Source: an optimization exercise on an open RTL-to-GDS flow (aim: small area, a short achievable clock period and few clock cycles). Production flows keep margins and buffers that such runs may drop. At most, simulation tests tie the RTL to the original design; equivalence was not proved.

==> inputs of job 7025 <==
// int_calc
module int_calc(clk, rst, start, A, B, done, int_add, int_sub, int_mul, int_div, int_mod, addCo, addCy, subCo, subCy);
==> module int_calc, before the edit <==
module int_calc(clk, rst, start, A, B, done, int_add, int_sub, int_mul, int_div, int_mod, addCo, addCy, subCo, subCy);
   input clk;
   input rst;
   input start;
   input [63:0] A;
   input [31:0] B;
   output done;
   output [31:0] int_add;
   output [31:0] int_sub;
   output [63:0] int_mul;
   output [31:0] int_div;
   output [31:0] int_mod;
   output addCo;
   output addCy;
   output subCo;
   output subCy;
   localparam K  = 2;           
   localparam M  = K / 2;       
   localparam NC = 32 / K;      
   localparam CW = 4;           
   localparam TD = 1;           
   localparam TM = 1;           
   localparam TA = 1;           
   reg [31:0] a_r;              
   reg [31:0] b_r;              
   reg [63:0] p_r;              
   reg        last;             
   reg [31:0] r_r;              
   reg [31:0] q_r;              
   reg [CW-1:0] cnt;
   reg        busy;
   reg        done_r;
   reg        add_co, add_cy, sub_co, sub_cy;
   wire       fin = busy & (cnt == NC - 1);    
   assign done    = done_r;
   assign int_mul = p_r;
   assign int_div = q_r;
   assign int_mod = r_r;
   wire [31:0] s_add, s_sub;
   wire        s_add_co, s_sub_co;
   pfx_add #(.W(32), .T(TA)) u_add(.a(a_r), .b(b_r),  .ci(1'b0), .s(s_add), .co(s_add_co));
   pfx_add #(.W(32), .T(TA)) u_sub(.a(a_r), .b(~b_r), .ci(1'b1), .s(s_sub), .co(s_sub_co));
   assign int_add = a_r;
   assign int_sub = b_r;
   assign addCo   = add_co;
   assign addCy   = add_cy;
   assign subCo   = sub_co;
   assign subCy   = sub_cy;
   wire [33:0] a_ext = {{2{a_r[31]}}, a_r};
   wire [31:0] mh [0:M];
   wire [2*M-1:0] ml;
   assign mh[0] = p_r[63:32];
   genvar gi;
   generate for (gi = 0; gi < M; gi = gi + 1) begin : g_mul
      wire [2:0]  bd = (gi == 0) ? {p_r[1:0], last} : {p_r[2*gi+1:2*gi-1]};
      wire [33:0] pp = ((bd[1] ^ bd[0]) ? a_ext : (bd[2] ^ bd[0]) ? {a_ext[32:0], 1'b0} : 34'd0)
                       ^ {34{bd[2]}};
      wire [33:0] t;
      wire        co_unused;
      pfx_add #(.W(34), .T(TM)) u(.a({{2{mh[gi][31]}}, mh[gi]}), .b(pp), .ci(bd[2]), .s(t), .co(co_unused));
      assign mh[gi+1] = t[33:2];
      assign ml[2*gi +: 2] = t[1:0];
   end endgenerate
   wire [63:0] p_next = {mh[M], ml, p_r[31:2*M]};
   wire [31:0] dr [0:K];
   wire [31:0] dq [0:K];
   assign dr[0] = r_r;
   assign dq[0] = q_r;
   generate for (gi = 0; gi < K; gi = gi + 1) begin : g_div
      wire [32:0] rr = {dr[gi], dq[gi][31]};
      wire [32:0] t;
      wire        nb;        
      pfx_add #(.W(33), .T(TD)) u(.a(rr), .b({1'b1, ~b_r}), .ci(1'b1), .s(t), .co(nb));
      assign dr[gi+1] = nb ? t[31:0] : rr[31:0];
      assign dq[gi+1] = {dq[gi][30:0], nb};
   end endgenerate
   always @(posedge clk) begin
      if (!busy) begin
         a_r <= A[31:0];
         b_r <= B;
      end else if (fin) begin
         a_r <= s_add;
         b_r <= s_sub;
      end
      add_co <= s_add_co;
      add_cy <= (a_r[31] == b_r[31]) & (s_add[31] ^ a_r[31]);
      sub_co <= s_sub_co;
      sub_cy <= (a_r[31] ^ b_r[31]) & (s_sub[31] ^ a_r[31]);
      if (!busy) begin
         p_r  <= {32'd0, B};
         last <= 1'b0;
         r_r  <= A[63:32];
         q_r  <= A[31:0];
      end else begin
         p_r  <= p_next;
         last <= p_r[2*M-1];
         r_r  <= dr[K];
         q_r  <= dq[K];
      end
      if (rst) begin
         busy   <= 1'b0;
         done_r <= 1'b0;
         cnt    <= 0;
      end else begin
         busy   <= start | (busy & ~fin);
         done_r <= fin;
         cnt    <= busy ? cnt + 1'b1 : 0;
      end
   end
endmodule  
Settings: LEC_CHECK=0, CAP_MARGIN=20, CORE_MARGIN=2, CORE_UTILIZATION=40, SETUP_SLACK_MARGIN=1.5, SLEW_MARGIN=20; clock period 21.0 ns.
standard.sh (not shown) runs the stock make flow with config.mk's settings and CLKGATE_MAP_FILE= SYNTH_SCRIPT=/design/flow/synth_recipe.tcl, a recipe that flattens the netlist after the stock synthesis.
==> flow/flow/run.sh <==
#!/bin/bash
# Standard synthesis, then the ORFS layout with two changes: ports are
# buffered with buf_1 cells, and timing repair aims at a larger setup slack
# margin (the clock period and all constraints are unchanged).
set -euo pipefail
W=$(pwd)
MARGIN=${MARGIN:-14}
bash standard.sh synth > synth.log 2>&1
make -C "$FLOW_HOME" DESIGN_CONFIG="$FLOW_CONFIG" WORK_HOME="$W/orfs" CLKGATE_MAP_FILE= \
  SYNTH_SCRIPT="$W/synth_recipe.tcl" CAP_MARGIN=20 CORE_MARGIN=2 CORE_UTILIZATION=40 \
  SETUP_SLACK_MARGIN=$MARGIN SLEW_MARGIN=20 \
  BUFFER_PORTS_ARGS="-buffer_cell sky130_fd_sc_hd__buf_1" finish > layout.log 2>&1
R="$W/orfs/results/$FLOW_PLATFORM/int_calc/base"
: # left out here: write the final layout as DEF
==> job 5794: changes against job 7025 <==
==> flow/design.v (replaced) <==
module pfx_add(a, b, ci, s, co);
   parameter W = 32;
   parameter T = 1;
   input  [W-1:0] a, b;
   input          ci;
   output [W-1:0] s;
   output         co;
   reg [W-1:0] p, g, pp, gg;
   reg [W:0]   c;
   integer i, j;
   always @(*) begin
      p = a ^ b;
      g = a & b;
      g[0] = g[0] | (p[0] & ci);
      pp = p;
      gg = g;
      if (T == 0) begin
         for (i = 1; i < W; i = i + 1)
            gg[i] = g[i] | (p[i] & gg[i-1]);
      end else if (T == 1) begin
         for (i = 0; i < 7; i = i + 1)
            for (j = 2 * (1 << i) - 1; j < W; j = j + 2 * (1 << i)) begin
               gg[j] = gg[j] | (pp[j] & gg[j - (1 << i)]);
               pp[j] = pp[j] & pp[j - (1 << i)];
            end
         for (i = 6; i >= 0; i = i - 1)
            for (j = 3 * (1 << i) - 1; j < W; j = j + 2 * (1 << i)) begin
               gg[j] = gg[j] | (pp[j] & gg[j - (1 << i)]);
               pp[j] = pp[j] & pp[j - (1 << i)];
            end
      end else if (T == 2) begin
         for (i = 0; i < 7; i = i + 1)
            for (j = 0; j < W; j = j + 1)
               if ((j >> i) % 2 == 1) begin
                  gg[j] = gg[j] | (pp[j] & gg[((j >> i) << i) - 1]);
                  pp[j] = pp[j] & pp[((j >> i) << i) - 1];
               end
      end else begin
         for (i = 0; i < 7; i = i + 1)
            for (j = W - 1; j >= (1 << i); j = j - 1) begin
               gg[j] = gg[j] | (pp[j] & gg[j - (1 << i)]);
               pp[j] = pp[j] & pp[j - (1 << i)];
            end
      end
      c = {gg, ci};
   end
   assign s  = p ^ c[W-1:0];
   assign co = c[W];
endmodule
module int_calc(clk, rst, start, A, B, done, int_add, int_sub, int_mul, int_div, int_mod, addCo, addCy, subCo, subCy);
   input clk;
   input rst;
   input start;
   input [63:0] A;
   input [31:0] B;
   output done;
   output [31:0] int_add;
   output [31:0] int_sub;
   output [63:0] int_mul;
   output [31:0] int_div;
   output [31:0] int_mod;
   output addCo;
   output addCy;
   output subCo;
   output subCy;
   localparam TD = 3;           
   localparam TM = 1;           
   reg [31:0] b_r;              
   reg [63:0] p_r;              
   reg        one_x, two_x;     
   reg [31:0] r_r;              
   reg [31:0] q_r;              
   reg [31:0] sum_r;            
   reg [31:0] dif_r;            
   reg        add_c, sub_c;     
   reg        add_v, sub_v;     
   reg [3:0]  cnt;
   reg        busy;
   reg        done_r;
   wire       fin = busy & (cnt == 4'd15);    
   assign done    = done_r;
   assign int_mul = p_r;
   assign int_div = q_r;
   assign int_mod = r_r;
   assign int_add = sum_r;
   assign int_sub = dif_r;
   assign addCo   = add_c;
   assign addCy   = add_v;
   assign subCo   = sub_c;
   assign subCy   = sub_v;
   wire [1:0] sa = p_r[1:0];                   
   wire [1:0] sb = b_r[{cnt, 1'b0} +: 2];      
   wire       ac1 = (sa[0] & sb[0]) | (sa[0] & add_c) | (sb[0] & add_c);
   wire       ac2 = (sa[1] & sb[1]) | (sa[1] & ac1) | (sb[1] & ac1);
   wire [1:0] as = {sa[1] ^ sb[1] ^ ac1, sa[0] ^ sb[0] ^ add_c};
   wire       sc1 = (sa[0] & ~sb[0]) | (sa[0] & sub_c) | (~sb[0] & sub_c);
   wire       sc2 = (sa[1] & ~sb[1]) | (sa[1] & sc1) | (~sb[1] & sc1);
   wire [1:0] ds = {sa[1] ^ ~sb[1] ^ sc1, sa[0] ^ ~sb[0] ^ sub_c};
   wire [33:0] m_ext = {{2{b_r[31]}}, b_r};
   wire        neg = p_r[1];
   wire [33:0] pp = (({34{one_x}} & m_ext) | ({34{two_x}} & {m_ext[32:0], 1'b0})) ^ {34{neg}};
   wire [33:0] mt;
   wire        mco_unused;
   pfx_add #(.W(34), .T(TM)) u_mul(.a({{2{p_r[63]}}, p_r[63:32]}), .b(pp), .ci(neg), .s(mt), .co(mco_unused));
   wire [63:0] p_next = {mt, p_r[31:2]};
   wire [32:0] rr1 = {r_r, q_r[31]};
   wire [32:0] t1;
   wire        nb1;             
   pfx_add #(.W(33), .T(TD)) u_d1(.a(rr1), .b({1'b1, ~b_r}), .ci(1'b1), .s(t1), .co(nb1));
   wire [31:0] r1 = nb1 ? t1[31:0] : rr1[31:0];
   wire [32:0] rr2 = {r1, q_r[30]};
   wire [32:0] t2;
   wire        nb2;             
   pfx_add #(.W(33), .T(TD)) u_d2(.a(rr2), .b({1'b1, ~b_r}), .ci(1'b1), .s(t2), .co(nb2));
   wire [31:0] r_n = nb2 ? t2[31:0] : rr2[31:0];
   wire [31:0] q_n = {q_r[29:0], nb1, nb2};
   always @(posedge clk) begin
      if (!busy) begin
         b_r  <= B;
         p_r  <= {32'd0, A[31:0]};
         one_x <= A[0];
         two_x <= A[1] & ~A[0];
         r_r  <= A[63:32];
         q_r  <= A[31:0];
      end else begin
         p_r  <= p_next;
         one_x <= p_r[2] ^ p_r[1];
         two_x <= (p_r[3] ^ p_r[1]) & ~(p_r[2] ^ p_r[1]);
         r_r  <= r_n;
         q_r  <= q_n;
      end
      sum_r <= {as, sum_r[31:2]};
      dif_r <= {ds, dif_r[31:2]};
      add_c <= busy ? ac2 : 1'b0;
      sub_c <= busy ? sc2 : 1'b1;
      add_v <= ac1 ^ ac2;
      sub_v <= sc1 ^ sc2;
      if (rst) begin
         busy   <= 1'b0;
         done_r <= 1'b0;
         cnt    <= 4'd0;
      end else begin
         busy   <= start | (busy & ~fin);
         done_r <= fin;
         cnt    <= busy ? cnt + 4'd1 : 4'd0;
      end
   end
endmodule  
==> flow/flow/run.sh (replaced) <==
#!/bin/bash
# Standard synthesis, then the ORFS layout with these changes: ports are
# buffered with buf_1 cells, timing repair aims at a larger setup slack
# margin, and the settings in params.sh (the clock period and all
# constraints are unchanged).
set -euo pipefail
W=$(pwd)
MARGIN=15.5
EXTRA=()
source flow/params.sh
bash standard.sh synth > synth.log 2>&1
make -C "$FLOW_HOME" DESIGN_CONFIG="$FLOW_CONFIG" WORK_HOME="$W/orfs" CLKGATE_MAP_FILE= \
  SYNTH_SCRIPT="$W/synth_recipe.tcl" CAP_MARGIN=20 CORE_MARGIN=2 CORE_UTILIZATION=40 \
  SETUP_SLACK_MARGIN=$MARGIN SLEW_MARGIN=20 \
  BUFFER_PORTS_ARGS="-buffer_cell sky130_fd_sc_hd__buf_1" "${EXTRA[@]}" finish > layout.log 2>&1
R="$W/orfs/results/$FLOW_PLATFORM/int_calc/base"
: # left out here: write the final layout as DEF
==> flow/flow/params.sh (new file) <==
MARGIN=15.1
EXTRA=( CORE_UTILIZATION=75 CTS_ARGS=-sink_clustering_enable\ -repair_clock_nets\ -sink_clustering_size\ 25\ -sink_clustering_max_diameter\ 60\ -dont_use_dummy_load )
==> results.toml <==
[run_status]
status = "no timing/DRC/antenna violations"

[layout]
multi_input_area_share = 0.544
layout-drive-gt1-share = 0.0525

[sta]
period_needed_ns = 6.63
fmax_ghz = 0.151

[power_and_ir_drop]
total_power_w = 0.00328
p_switching_w = 0.00162
internal_power_w = 0.00166

[clock_network]
clock-sinks = 203
clk_pin_slew_ns = 0.06

[yosys]
synth-simple-area-share = 0.146
synthTopCellsByCount = "256 x nand2_1, 155 x ha_1, 152 x nor2_1"
yosys_warnings = 4
synth_xor_area_frac = 0.0479

[global_route]
antenna_found_initial = 0
That was job 7025.
==> results.toml <==
[setup_path]
reg2reg_to = "r_r[2]$_DFF_P_"

[power_and_ir_drop]
total_power_w = 0.00314
internal_power_w = 0.00158
p_leak_nw = 6.25

[run_status]
status = "no timing/DRC/antenna violations"

[yosys]
synthTopCellsByCount = "216 x nand2_1, 204 x dfxtp_1, 115 x nor2_1"
synth-simple-area-share = 0.147
synth_xor_area_frac = 0.0730
yosys_warnings = 3

[clock_network]
clk_pin_slew_ns = 0.10

[layout]
multi_input_area_share = 0.497
That was job 5794.
Testbench counts of job 7025, summed over its fixed seeds: cycles 54,408.
Function not checked in job 5794: the RTL went through the layout flow alone.

==> static timing again, ports no longer ideal <==
The results above use ideal ports. As a check the final layouts listed here were re-extracted and re-timed, cells and wires unchanged.
Step 1 assumes that a clkbuf_16 drives the clock port and a buf_2 every other input.
Step 2 also shifts input and output timing later by t, the mid clock arrival at the registers, as if the neighbouring blocks saw the same clock.
Slacks: ideal ports / drivers / drivers and shift; pairs: ideal ports / drivers.
run	shift t [ns]	setup WS [ns]	slew at the worst register clock pin (ns)
job 7025	0.593	14.372 / 14.372 / 14.372	0.06 / 0.06
job 5794	0.531	15.137 / 15.137 / 15.137	0.10 / 0.10
After both steps setup and hold are still met in every run listed.
